Background: an optimization exercise with open tools, aiming at small area, a short achievable clock period and few clock cycles. Do not read the settings as production practice. Where RTL was checked, it was by simulation tests only, not by an equivalence proof against the original. Power and IR drop assume default switching activity.

Setup of run 1:
## top_module
module top_module(ans,sign,overflow,car,done,a,b,con,start,clk,rst);
Settings: LEC_CHECK=0, ABC_CLOCK_PERIOD_IN_PS=2000, CAP_MARGIN=20, CORE_MARGIN=2, CORE_UTILIZATION=50, PLACE_DENSITY=0.65, SETUP_SLACK_MARGIN=1.1, SLEW_MARGIN=20; clock period 5.0 ns.
standard.sh (not shown) runs the stock make flow with config.mk's settings and CLKGATE_MAP_FILE= SYNTH_SCRIPT=/design/flow/synth_recipe.tcl, a recipe that flattens the netlist after the stock synthesis.
==> flow/flow/run.sh <==
#!/bin/bash
# Standard layout, with fast input/output buffers, sizing not tied to the cell
# footprint, and adders left to ABC (no full/half-adder cell extraction).
set -euo pipefail
bash standard.sh MATCH_CELL_FOOTPRINT=0 "BUFFER_PORTS_ARGS=-buffer_cell sky130_fd_sc_hd__buf_2" ADDER_MAP_FILE= finish > standard_flow.log 2>&1
Testbench counts of run 1, summed over its fixed seeds: cycles 4,866.
#### Input delta (run 2 over run 1)
Settings: changing ABC_CLOCK_PERIOD_IN_PS from 2000 to 2500; changing SETUP_SLACK_MARGIN from 1.1 to 1.4.
Results
Combinational power in run 2 is about 2.8% above run 1.
The run showing the smaller sequential share of layout area is run 2.
Diff run 1 -> run 2: post-route total power now larger, final period utilization now smaller.
Run 2 completed every stage of the flow, and the final layout passed the timing, DRC and antenna checks.
Input-level comparison between run 3 and run 2:
Settings: ABC_CLOCK_PERIOD_IN_PS no longer set, was 2500; ABC_AREA now 1, previously not set; SETUP_SLACK_MARGIN now 2.0, was 1.4.
Notes after the runs:
Re share of layout cells above drive strength 1: run 3 is 3.6 points down on run 2. Total routing resource utilization after global routing (lower): run 2. In run 3 the transition time at the pin with the least slew margin turned out 180 ps lower than in run 2. Portion of total power attributed to combinational logic is higher on run 3. Relative to run 2, the headroom to the max-slew limit of run 3 is higher by 11 points. Of the two values seen for start point of the critical path, a[1] was produced by run 2 and con[1] by run 3. Number of iterations in the first detailed-routing pass in run 3 is 2 higher than in run 2.

========
## job 8248
Another version of the RTL of top_module (not shown whole).
Size in the first run: ~620 cells after synthesis, ~36 flip-flops, ~0.0049 mm² of cells after synthesis.
clock: 5.0 ns
lec_check: 0
abc_clock_period_in_ps: 3000
cap_margin: 20
core_margin: 2
core_utilization: 50
place_density: 0.65
setup_slack_margin: 1.5
slew_margin: 20
==> flow/flow/run.sh <==
#!/bin/bash
# Standard layout, with fast input/output buffers and sizing not tied to the cell footprint.
set -euo pipefail
bash standard.sh MATCH_CELL_FOOTPRINT=0 "BUFFER_PORTS_ARGS=-buffer_cell sky130_fd_sc_hd__buf_2" finish > standard_flow.log 2>&1
Job 8248 has completed all stages; timing, DRC and antenna checks passed.
For job 6925, these inputs were changed with respect to job 8248:
# job 8248
export LEC_CHECK = 0
export ABC_CLOCK_PERIOD_IN_PS = 3000
export CAP_MARGIN = 20
export CORE_MARGIN = 2
export CORE_UTILIZATION = 50
export PLACE_DENSITY = 0.65
export SETUP_SLACK_MARGIN = 1.5
export SLEW_MARGIN = 20
create_clock -name core_clock -period 5.0 [get_ports {clk}]
# job 6925
export LEC_CHECK = 0
export CAP_MARGIN = 20
export CORE_MARGIN = 2
export CORE_UTILIZATION = 50
export PLACE_DENSITY = 0.65
export SLEW_MARGIN = 20
create_clock -name core_clock -period 5.0 [get_ports {clk}]
==> flow/run.sh (new file) <==
#!/bin/bash
# synth_recipe.tcl (not shown) runs the flow's synth.tcl, then flattens the netlist and writes it again
# the make line also repeats each setting of config.mk as NAME=value (left out here)
make -C /OpenROAD-flow-scripts/flow DESIGN_CONFIG=/design/flow/config.mk WORK_HOME=/design/flow/orfs CLKGATE_MAP_FILE= SYNTH_SCRIPT=/design/flow/synth_recipe.tcl finish
removed: flow/flow/run.sh
removed: flow/standard.sh
Findings:
- In the tables for job 6925 and job 8248, cell count after placement reads higher with job 6925.
- Relative to job 8248, the met2 wirelength from detailed routing measured on job 6925 has decreased by more than 10%.
- From job 8248 to job 6925, die outline width did not move at all.
- The run with more setup slack is job 8248; job 6925 has less.
- On clock distribution area overhead in the final layout, job 6925 tracks job 8248 almost exactly.
- Sequential fraction of total cell area in job 6925 is 2.4 points above job 8248.
--- input diff job 6925..job 7195 ---
# job 6925
export LEC_CHECK = 0
export CAP_MARGIN = 20
export CORE_MARGIN = 2
export CORE_UTILIZATION = 50
export PLACE_DENSITY = 0.65
export SLEW_MARGIN = 20
create_clock -name core_clock -period 5.0 [get_ports {clk}]
# job 7195
export LEC_CHECK = 0
export ABC_CLOCK_PERIOD_IN_PS = 3000
export CAP_MARGIN = 20
export CORE_MARGIN = 2
export CORE_UTILIZATION = 50
export PLACE_DENSITY = 0.65
export SETUP_SLACK_MARGIN = 1.5
export SLEW_MARGIN = 20
create_clock -name core_clock -period 5.0 [get_ports {clk}]
==> notes.md <==
Job 7195: global-route wire length before repair about 9% above job 6925. Library cell contributing the largest single delay on the critical path = edfxtp_1: job 7195; library cell contributing the largest single delay on the critical path = fa_1: job 6925. ~same initial core utilization in job 7195 and job 6925. Slew at the pin closest to its max-slew limit | job 7195 above job 6925. The final layout from job 7195, which completed every stage, passed the timing, DRC and antenna checks at the end of the flow. Compared with job 6925, in job 7195 number of non-clock buffers went up by about 80%; share of final layout cell area taken by clock buffers and inverters flat; final instance area higher.
No functional check of the RTL was part of any run of this note.

========
== alpha ==
top_module, a different RTL version from the one above (not shown whole).
For scale: ~890 cells after synthesis, ~45 flip-flops, about 42 I/O pins, roughly 0.0051 sq mm of cells after synthesis.
## top_module
module top_module(ans,sign,overflow,car,done,a,b,con,start,clk,rst);
export LEC_CHECK = 0
export ABC_AREA = 1
export CAP_MARGIN = 20
export CORE_MARGIN = 2
export CORE_UTILIZATION = 50
export PLACE_DENSITY = 0.75
export SETUP_SLACK_MARGIN = 2.2
export SLEW_MARGIN = 20
create_clock -name core_clock -period 5.0 [get_ports {clk}]
==> flow/flow/run.sh <==
#!/bin/bash
# Standard layout, with fast input/output buffers, sizing not tied to the cell
# footprint, and adders left to ABC (no full/half-adder cell extraction).
set -euo pipefail
bash standard.sh MATCH_CELL_FOOTPRINT=0 "BUFFER_PORTS_ARGS=-buffer_cell sky130_fd_sc_hd__buf_2" ADDER_MAP_FILE= finish > standard_flow.log 2>&1
[inputs] beta vs alpha
diff --git a/flow/config.mk b/flow/config.mk
--- a/flow/config.mk
+++ b/flow/config.mk
@@ -13 +13 @@
-export SETUP_SLACK_MARGIN = 2.2
+export SETUP_SLACK_MARGIN = 2.0
Each of the runs, namely beta and alpha, reached the end of the flow and came out clean.
NOTE: switching share of power in beta falls short of that of alpha
The run showing the greater post-route worst setup slack is alpha.
On global routing usage summed across all routing layers, beta and alpha are basically level.
Changes observed in beta relative to alpha: proportion of power drawn by combinational gates down 1.8 points; total power lower.
Synthesis-to-layout area growth (lower): beta
Sort beta and alpha by footprint of the multi-input gates asc -> top: beta
Shortest clock period the worst path allows after layout in beta vs alpha: up 0.19 ns
Comparing beta with alpha, the sequential power came out essentially unchanged.
Across both runs, final cell count was lower for beta than for alpha.
No run of this note included a check of the RTL's function; only the layout flow was run.

==> port drivers added, routing unchanged <==
The results above use ideal ports. As a check the final layouts listed here were re-extracted and re-timed, cells and wires unchanged. Step 1 (the two cells are an assumption about what drives the block):
set clk [get_ports {clk}]
set_driving_cell -lib_cell sky130_fd_sc_hd__clkbuf_16 $clk
set_driving_cell -lib_cell sky130_fd_sc_hd__buf_2 [delete_from_list [all_inputs] $clk]
Step 2 adds t to the input delays and takes it off the output delays; t is the mean of the earliest and latest rising clock arrival at the registers after step 1. Input paths then give back, and output paths get back, about the clock's delay inside the block. a / b / c = no drivers / after step 1 / after step 2; a / b = the first two.
run | t, ns | slack for setup (ns) | clock arrival spread, ns | worst slew at a driven data input, ns | cell pins on the clock port's net
run 1 | 0.357 | 1.273 / 1.287 / 0.930 | 0.005 / 0.006 | 0.04 | 1
run 2 | 0.354 | 1.367 / 1.381 / 1.026 | 0.006 / 0.007 | 0.04 | 1
run 3 | 0.337 | 2.150 / 2.151 / 1.814 | 0.007 / 0.008 | 0.04 | 1
job 8248 | 0.330 | 1.129 / 1.098 / 0.768 | 0.013 / 0.012 | 0.06 | 1
job 6925 | 0.326 | 0.478 / 0.482 / 0.156 | 0.008 / 0.008 | 0.06 | 1
job 7195 | 0.324 | 1.208 / 1.208 / 0.906 | 0.007 / 0.007 | 0.06 | 1
alpha | 0.337 | 2.275 / 2.249 / 1.912 | 0.008 / 0.008 | 0.06 | 1
beta | 0.335 | 2.081 / 2.094 / 1.759 | 0.008 / 0.008 | 0.04 | 1
After both steps setup and hold are still met in every run listed. For alpha, which loses most, drivers alone change the setup slack by -0.026 ns; drivers and shift together by -0.363 ns.
